What follows belongs to an exercise in optimizing a design on an open flow for small area, a short achievable clock period and few clock cycles; a production flow would make more cautious choices. At most, simulation tests tie the RTL to the original design; equivalence was not proved.

## xtea
module xtea(
            input wire               clk,
            input wire               reset_n,
            input wire               cs,
            input wire               we,
            input wire      [7 : 0]  address,
            input wire      [31 : 0] write_data,
            output wire     [31 : 0] read_data
           );
For scale: roughly 330 flip-flops.
export LEC_CHECK = 0
export CAP_MARGIN = 20
export CORE_MARGIN = 2
export CORE_UTILIZATION = 72
export CTS_BUF_LIST = sky130_fd_sc_hd__clkbuf_8
export CTS_CLUSTER_DIAMETER = 40
export CTS_CLUSTER_SIZE = 20
export SETUP_SLACK_MARGIN = 2.5
export SLEW_MARGIN = 20
export BUFFER_PORTS_ARGS = -buffer_cell sky130_fd_sc_hd__buf_1
create_clock -name core_clock -period 7.5 [get_ports {clk}]
standard.sh (not shown) runs the stock make flow with config.mk's settings and CLKGATE_MAP_FILE= SYNTH_SCRIPT=/design/flow/synth_recipe.tcl, a recipe that flattens the netlist after the stock synthesis.
==> flow/flow/run.sh <==
#!/bin/bash
# Standard layout, but the port buffers inserted during placement use
# buf_1 cells (the default choice is a slow delay buffer).
set -euo pipefail
cat >> config.mk <<'EOC'
export BUFFER_PORTS_ARGS = -buffer_cell sky130_fd_sc_hd__buf_1
EOC
bash standard.sh > standard.log 2>&1
Testbench counts at the start, summed over its fixed seeds: cycles 35,648.
Rerun with:
==> flow/run.sh (new file) <==
#!/bin/bash
# synth_recipe.tcl (not shown) runs the flow's synth.tcl, then flattens the netlist and writes it again
# the make line also repeats each setting of config.mk as NAME=value (left out here)
make -C /OpenROAD-flow-scripts/flow DESIGN_CONFIG=/design/flow/config.mk WORK_HOME=/design/flow/orfs CLKGATE_MAP_FILE= SYNTH_SCRIPT=/design/flow/synth_recipe.tcl finish
- BUFFER_PORTS_ARGS: -buffer_cell sky130_fd_sc_hd__buf_1 -> not set
- CORE_UTILIZATION: 72 -> 40
- CTS_BUF_LIST: sky130_fd_sc_hd__clkbuf_8 -> not set
- CTS_CLUSTER_DIAMETER: 40 -> not set
- CTS_CLUSTER_SIZE: 20 -> not set
removed: flow/flow/run.sh
removed: flow/standard.sh
=>
- cell count increases by 13%
- clock skew decreases by 30 ps
- setup slack gets worse by 79 ps
Rerun with:
==> flow/flow/run.sh (new file) <==
#!/bin/bash
# Standard layout, but the port buffers inserted during placement use
# buf_1 cells (the default choice is a slow delay buffer).
set -euo pipefail
cat >> config.mk <<'EOC'
export BUFFER_PORTS_ARGS = -buffer_cell sky130_fd_sc_hd__buf_1
EOC
bash standard.sh > standard.log 2>&1
==> flow/standard.sh (new file) <==
#!/bin/bash
# synth_recipe.tcl (not shown) runs the flow's synth.tcl, then flattens the netlist and writes it again
# the make line also repeats each setting of config.mk as NAME=value (left out here)
make -C /OpenROAD-flow-scripts/flow DESIGN_CONFIG=/design/flow/config.mk WORK_HOME=/design/flow/orfs CLKGATE_MAP_FILE= SYNTH_SCRIPT=/design/flow/synth_recipe.tcl "${@:-finish}"
- BUFFER_PORTS_ARGS: not set -> -buffer_cell sky130_fd_sc_hd__buf_1
- CORE_UTILIZATION: 40 -> 65
- CTS_BUF_LIST: not set -> sky130_fd_sc_hd__clkbuf_8
- CTS_CLUSTER_DIAMETER: not set -> 40
- CTS_CLUSTER_SIZE: not set -> 20
- SETUP_SLACK_MARGIN: 2.5 -> 2.2
removed: flow/run.sh
Outcome: The new run produced a clean layout. Wire length went down by 5.4%. Via count hardly moves. Clock-buffer cell count went down by 10. Synthesized cell count is unchanged. Utilization went up by 25 points. Clock skew barely changes. Cell area went down by 5.8%.
Rerun with:
- CTS_BUF_LIST: sky130_fd_sc_hd__clkbuf_8 -> not set
- CTS_CLUSTER_DIAMETER: 40 -> not set
- CTS_CLUSTER_SIZE: 20 -> not set
- SETUP_SLACK_MARGIN: 2.2 -> 2.5
Outcome: Setup slack improves by 200 ps; sequential share of layout area came out lower by 0.88 points; synthesized cell count is unchanged; routed wire length rises by 3.7%; final cell count goes up by 0.38%.

* * *

The RTL this note starts from:
==> flow/design.v <==
`default_nettype none
module xtea_core(
                 input wire           clk,
                 input wire           reset_n,
                 input wire           encdec,    
                 input wire           start,     
                 input wire           mode_we,   
                 input wire           mode_new,  
                 output wire          busy,
                 output wire          ready,
                 input wire [127 : 0] key,       
                 input wire [31 : 0]  blk_self,  
                 input wire [31 : 0]  blk_other,
                 output wire          swap,      
                 output wire [63 : 0] result     
                );
  localparam [31 : 0] DELTA        = 32'h9e3779b9;
  localparam [31 : 0] DEC_INIT     = 32'hc6ef3720;  
  localparam [1 : 0]  DEC_INIT_SEL = 2'd2;          
  logic          busy_reg;
  logic [5 : 0]  hr_reg;         
  logic [31 : 0] sum_reg;        
  logic [1 : 0]  sel_reg;        
  logic          swap_reg;       
  logic [31 : 0] a_reg;          
  logic [31 : 0] b_reg;          
  logic          last;
  logic          step;
  logic [31 : 0] sum_next;
  logic [1 : 0]  sel_next;
  logic [31 : 0] self_w;
  logic [31 : 0] other_w;
  logic [31 : 0] keyw;
  logic [31 : 0] rk;
  logic [31 : 0] f;
  logic [32 : 0] new33;
  assign busy   = busy_reg;
  assign last   = (hr_reg == 6'h3f);
  assign ready  = !busy_reg || last;
  assign swap   = swap_reg;
  assign result = {a_reg, b_reg};
  assign step = busy_reg || start;
  assign self_w  = busy_reg ? a_reg : blk_self;
  assign other_w = busy_reg ? b_reg : blk_other;
  always_comb
    begin
      case (sel_reg)
        2'd0: keyw = key[127 : 96];
        2'd1: keyw = key[95 : 64];
        2'd2: keyw = key[63 : 32];
        default: keyw = key[31 : 0];
      endcase
    end
  assign rk    = (sum_reg + keyw) ^ {32{!encdec}};
  assign f     = ({other_w[27 : 0], 4'h0} ^ {5'h0, other_w[31 : 5]}) + other_w;
  assign new33 = {self_w, 1'b1} + {f ^ rk, !encdec};
  assign sum_next = encdec ? sum_reg + DELTA : sum_reg - DELTA;
  always_comb
    begin
      if (!hr_reg[0])
        sel_next = encdec ? sum_next[12 : 11] : sum_next[1 : 0];
      else
        sel_next = encdec ? sum_reg[1 : 0] : sum_reg[12 : 11];
    end
  always_ff @ (posedge clk or negedge reset_n)
    begin : ctrl_update
      if (!reset_n)
        begin
          busy_reg <= 1'b0;
          hr_reg   <= 6'h0;
        end
      else
        begin
          if (step)
            hr_reg <= hr_reg + 6'h1;
          if (start)
            busy_reg <= 1'b1;
          else if (last)
            busy_reg <= 1'b0;
        end
    end
  always_ff @ (posedge clk)
    begin : dp_update
      if (step)
        begin
          a_reg <= other_w;
          b_reg <= new33[32 : 1];
        end
      if (start)
        swap_reg <= !encdec;
      if (mode_we)
        begin
          sum_reg <= mode_new ? 32'h0 : DEC_INIT;
          sel_reg <= mode_new ? 2'd0 : DEC_INIT_SEL;
        end
      else if (last)
        begin
          sum_reg <= encdec ? 32'h0 : DEC_INIT;
          sel_reg <= encdec ? 2'd0 : DEC_INIT_SEL;
        end
      else if (step)
        begin
          if (!hr_reg[0])
            sum_reg <= sum_next;
          sel_reg <= sel_next;
        end
    end
endmodule  
`default_nettype none
module xtea(
            input wire               clk,
            input wire               reset_n,
            input wire               cs,
            input wire               we,
            input wire      [7 : 0]  address,
            input wire      [31 : 0] write_data,
            output wire     [31 : 0] read_data
           );
  localparam ADDR_CTRL    = 8'h08;
  localparam ADDR_CONFIG  = 8'h0a;
  localparam ADDR_ROUNDS  = 8'h0c;
  localparam ADDR_KEY0    = 8'h10;
  localparam ADDR_BLOCK0  = 8'h20;
  localparam ADDR_BLOCK1  = 8'h21;
  localparam CORE_NAME0   = 32'h78746561;  
  localparam CORE_NAME1   = 32'h2d313238;  
  localparam CORE_VERSION = 32'h302e3630;  
  logic [31 : 0] key_reg [0 : 3];
  logic [31 : 0] blk_self_reg;   
  logic [31 : 0] blk_other_reg;  
  logic          encdec_reg;
  logic          wr;
  logic          start;
  logic          mode_we;
  logic          mode_swap;
  logic          self_we;
  logic          other_we;
  logic          busy;
  logic          ready;
  logic          swap;
  logic          rd_b;
  logic [63 : 0] result;
  logic [31 : 0] const_data;
  assign wr        = cs && we && !busy;
  assign start     = wr && (address == ADDR_CTRL) && write_data[1];
  assign mode_we   = wr && ((address == ADDR_CONFIG) || (address == ADDR_ROUNDS));
  assign mode_swap = mode_we && (write_data[0] != encdec_reg);
  assign self_we   = wr && (address == (encdec_reg ? ADDR_BLOCK0 : ADDR_BLOCK1));
  assign other_we  = wr && (address == (encdec_reg ? ADDR_BLOCK1 : ADDR_BLOCK0));
  xtea_core core(
                 .clk(clk),
                 .reset_n(reset_n),
                 .encdec(encdec_reg),
                 .start(start),
                 .mode_we(mode_we),
                 .mode_new(write_data[0]),
                 .busy(busy),
                 .ready(ready),
                 .key({key_reg[0], key_reg[1], key_reg[2], key_reg[3]}),
                 .blk_self(blk_self_reg),
                 .blk_other(blk_other_reg),
                 .swap(swap),
                 .result(result)
                );
  always_ff @ (posedge clk or negedge reset_n)
    begin : mode_update
      if (!reset_n)
        encdec_reg <= 1'b0;
      else if (mode_we)
        encdec_reg <= write_data[0];
    end
  always_ff @ (posedge clk)
    begin : reg_update
      if (wr && (address[7 : 2] == ADDR_KEY0[7 : 2]))
        key_reg[address[1 : 0]] <= write_data;
      if (self_we)
        blk_self_reg <= write_data;
      else if (mode_swap)
        blk_self_reg <= blk_other_reg;
      if (other_we)
        blk_other_reg <= write_data;
      else if (mode_swap)
        blk_other_reg <= blk_self_reg;
    end
  always_comb
    begin : const_mux
      if (address[3])
        const_data = {31'h0, ready};
      else if (address[1])
        const_data = CORE_VERSION;
      else if (address[0])
        const_data = CORE_NAME1;
      else
        const_data = CORE_NAME0;
    end
  assign rd_b      = address[0] ^ swap;
  assign read_data = address[5] ? (rd_b ? result[31 : 0] : result[63 : 32]) :
                     const_data;
endmodule  
make LEC_CHECK=0 CAP_MARGIN=20 CORE_MARGIN=2 CORE_UTILIZATION=40 SETUP_SLACK_MARGIN=3.0 SLEW_MARGIN=20 finish   # period 7.5 ns
run.sh (not shown) runs the stock make flow with config.mk's settings and CLKGATE_MAP_FILE= SYNTH_SCRIPT=/design/flow/synth_recipe.tcl, a recipe that flattens the netlist after the stock synthesis.
Stock flow here: none of the scripts above is used.
Next try:
--- a/flow/config.mk
+++ b/flow/config.mk
@@ -10,3 +10,2 @@
 export CORE_UTILIZATION = 40
-export SETUP_SLACK_MARGIN = 3.0
 export SLEW_MARGIN = 20
Effect: Clock-buffer cell count went up by 2. Sequential cell count is unchanged. Hold slack is about the same. Global-route usage went down by 1.4 points.
Next try:
--- a/flow/config.mk
+++ b/flow/config.mk
@@ -10,2 +10,3 @@
 export CORE_UTILIZATION = 40
+export SETUP_SLACK_MARGIN = 1.5
 export SLEW_MARGIN = 20
Via count increases by 0.76%; flip-flop and latch count stays the same; count of clock-buffer cells in the layout does not change; setup slack improves by 430 ps; routed wire length increases by 0.47%; design area increases by 0.87%.
No functional check of the RTL was part of any run of this note.

* * *

RTL: one of the versions met above, not the one the previous note started from.
Size: about 1600 cells after synthesis, ~330 flip-flops, roughly 76 I/O pins.
clock: 7.5 ns
lec_check: 0
cap_margin: 20
core_margin: 2
core_utilization: 65
cts_buf_list: sky130_fd_sc_hd__clkbuf_8
cts_cluster_diameter: 40
cts_cluster_size: 20
place_density: 0.8
setup_slack_margin: 2.5
slew_margin: 20
buffer_ports_args: -buffer_cell sky130_fd_sc_hd__buf_1
standard.sh (not shown) runs the stock make flow with config.mk's settings and CLKGATE_MAP_FILE= SYNTH_SCRIPT=/design/flow/synth_recipe.tcl, a recipe that flattens the netlist after the stock synthesis.
==> flow/flow/run.sh <==
#!/bin/bash
# Standard layout, but the port buffers inserted during placement use
# buf_1 cells (the default choice is a slow delay buffer).
set -euo pipefail
cat >> config.mk <<'EOC'
export BUFFER_PORTS_ARGS = -buffer_cell sky130_fd_sc_hd__buf_1
EOC
bash standard.sh > standard.log 2>&1
Testbench counts at the start, summed over its fixed seeds: cycles 35,648.
Edit:
- CTS_CLUSTER_DIAMETER: 40 -> 50
- CTS_CLUSTER_SIZE: 20 -> 25
- PLACE_DENSITY: 0.8 -> not set
The changed run ran to the end with no violations; global-route usage goes down by 0.38 points; die area stays the same; worst setup slack improved by 0.10 ns; final cell count shrinks by about 0.6%; count of clock-buffer cells in the layout drops by 9.
Edit:
==> flow/flow/run.sh (replaced) <==
#!/bin/bash
# Standard layout, but the port buffers inserted during placement use
# buf_4 cells (the default choice is a slow delay buffer).
set -euo pipefail
cat >> config.mk <<'EOC'
export BUFFER_PORTS_ARGS = -buffer_cell sky130_fd_sc_hd__buf_4
EOC
bash standard.sh > standard.log 2>&1
- ABC_AREA: not set -> 1
- BUFFER_PORTS_ARGS: -buffer_cell sky130_fd_sc_hd__buf_1 -> -buffer_cell sky130_fd_sc_hd__buf_4
- CORE_UTILIZATION: 65 -> 40
- CTS_BUF_LIST: sky130_fd_sc_hd__clkbuf_8 -> not set
- CTS_CLUSTER_DIAMETER: 50 -> not set
- CTS_CLUSTER_SIZE: 25 -> not set
Sequential share of layout area went down by 4.2 points. Maximum frequency rose by 1.5%. Wire length rises by 30%. Critical path depth went down by 9. Synthesized cell count climbs by 42%. Clock-buffer cell count grows by 16. Design area went up by about 10%.
Edit:
==> flow/run.sh (new file) <==
#!/bin/bash
# synth_recipe.tcl (not shown) runs the flow's synth.tcl, then flattens the netlist and writes it again
# the make line also repeats each setting of config.mk as NAME=value (left out here)
make -C /OpenROAD-flow-scripts/flow DESIGN_CONFIG=/design/flow/config.mk WORK_HOME=/design/flow/orfs CLKGATE_MAP_FILE= SYNTH_SCRIPT=/design/flow/synth_recipe.tcl finish
- ABC_AREA: 1 -> not set
- BUFFER_PORTS_ARGS: -buffer_cell sky130_fd_sc_hd__buf_4 -> not set
- SETUP_SLACK_MARGIN: 2.5 -> 3.2
removed: flow/flow/run.sh
removed: flow/standard.sh
=>
- The new run ran to the end with no violations
- synthesized area shrinks by 6.3%
- wire length shrinks by 16%
- clock-buffer cell count shrinks by 3

* * *

## job 7789
xtea, a different RTL version from the one above (not shown whole).
Size in the first run: ~300 flip-flops, about 76 I/O pins, ~18,000 µm² of cells after synthesis.
make LEC_CHECK=0 CAP_MARGIN=20 CORE_MARGIN=2 CORE_UTILIZATION=40 SLEW_MARGIN=20 finish   # period 7.5 ns
run.sh (not shown) runs the stock make flow with config.mk's settings and CLKGATE_MAP_FILE= SYNTH_SCRIPT=/design/flow/synth_recipe.tcl, a recipe that flattens the netlist after the stock synthesis.
Stock flow here: none of the scripts above is used.
Testbench counts of job 7789, summed over its fixed seeds: cycles 35,136.
Here is what was changed in the inputs of job 8922 compared with job 7789.
Settings: SETUP_SLACK_MARGIN: unset -> 1.5; CTS_BUF_LIST: unset -> sky130_fd_sc_hd__clkbuf_8; CTS_CLUSTER_SIZE: unset -> 30.
## What came out
Diff job 7789 -> job 8922: number of antenna violations at the first check in global routing comparable; non-filler instance count after layout now larger. The final design area excluding fillers number comes out higher for job 8922 vs job 7789. Job 8922 contains more vias than job 7789. From job 7789 to job 8922 the numbers moved as follows: number of DRC violations after detailed-routing iteration 0 increased 183, post-synthesis to final-layout area growth went up 3.7 points, share of the clock period used by the worst path now sits lower. Per the comparison of job 8922 with job 7789, non-clock buffer count in the final layout rose 48; shortest clock period the worst path allows after layout fell 730 ps.
Here is what was changed in the inputs of job 2734 compared with job 8922.
Settings: a change of CTS_CLUSTER_SIZE from 30 to 20; a change of CTS_BUF_LIST from sky130_fd_sc_hd__clkbuf_8 to sky130_fd_sc_hd__clkbuf_4.
- | worst hold slack | job 8922 vs job 2734 | ≈ equal |
- Taking job 8922 as the reference, in job 2734 post-layout minimum cycle time went up 15 ps.
[inputs] job 4934 vs job 2734
Settings: clearing CTS_CLUSTER_SIZE, which used to be 20; clearing CTS_BUF_LIST, which used to be sky130_fd_sc_hd__clkbuf_4.
==> comparison <==
- Taking job 2734 as the reference point, the number of H-tree levels of job 4934 falls by 1.
- Final area in job 4934 is about 0.6% lower than in job 2734
- Job 4934 — worst path buffer plus inverter count 1 higher, job 2734 as reference
- For job 2734, the standard cell with the maximum stage delay on the critical path was sky130_fd_sc_hd__nor4_1, unlike job 4934, where it was sky130_fd_sc_hd__edfxtp_1.
- Job 4934 against job 2734: share of the cycle needed by the critical path after routing went down, wire length after detailed routing went down.
- [diff] wire length of the first global-routing pass, job 4934 relative to job 2734: improvement

separate check: timing with driven ports:
No port has a modelled driver above. Below, the same layouts with a new extraction and two added sets of constraints.
Step 1 assumes that a clkbuf_16 drives the clock port and a buf_2 every other input.
Step 2 moves the port delays by t, midway between the first and last clock arrival at a register: inputs arrive t later, outputs are due t later. That takes back most of the time a late clock gives input paths.
Three values: ideal, step 1, step 2; two values: the first two.
run	t (ns)	setup slack, ns	latest minus earliest clock arrival (ns)	worst slew at a driven data input, ns
the first run of note 1	0.637	2.581 / 2.556 / 2.244	0.066 / 0.066	0.06
the second run of note 1	0.576	2.502 / 2.471 / 2.333	0.020 / 0.020	0.06
the third run of note 1	0.599	2.496 / 2.496 / 2.496	0.021 / 0.021	0.06
the fourth run of note 1	0.561	2.697 / 2.697 / 2.697	0.032 / 0.032	0.06
the first run of note 2	0.584	2.165 / 2.165 / 2.165	0.019 / 0.018	0.09
the second run of note 2	0.577	1.143 / 1.143 / 1.143	0.022 / 0.023	0.07
the third run of note 2	0.575	1.569 / 1.548 / 1.548	0.024 / 0.025	0.07
the first run of note 3	0.617	2.581 / 2.557 / 2.076	0.049 / 0.049	0.06
the second run of note 3	0.581	2.681 / 2.681 / 2.681	0.048 / 0.049	0.06
the third run of note 3	0.603	2.754 / 2.724 / 2.724	0.030 / 0.030	0.06
the fourth run of note 3	0.579	2.572 / 2.572 / 2.572	0.022 / 0.021	0.07
job 7789	0.582	0.942 / 0.942 / 0.942	0.018 / 0.018	0.05
job 8922	0.653	1.668 / 1.668 / 1.668	0.034 / 0.033	0.05
job 2734	0.820	1.653 / 1.653 / 1.653	0.055 / 0.055	0.05
job 4934	0.575	1.697 / 1.697 / 1.697	0.017 / 0.017	0.05
After both steps setup and hold are still met in every run listed. The setup slack of the first run of note 3, which loses most, moves by -0.024 ns with the drivers and by -0.505 ns with both steps.
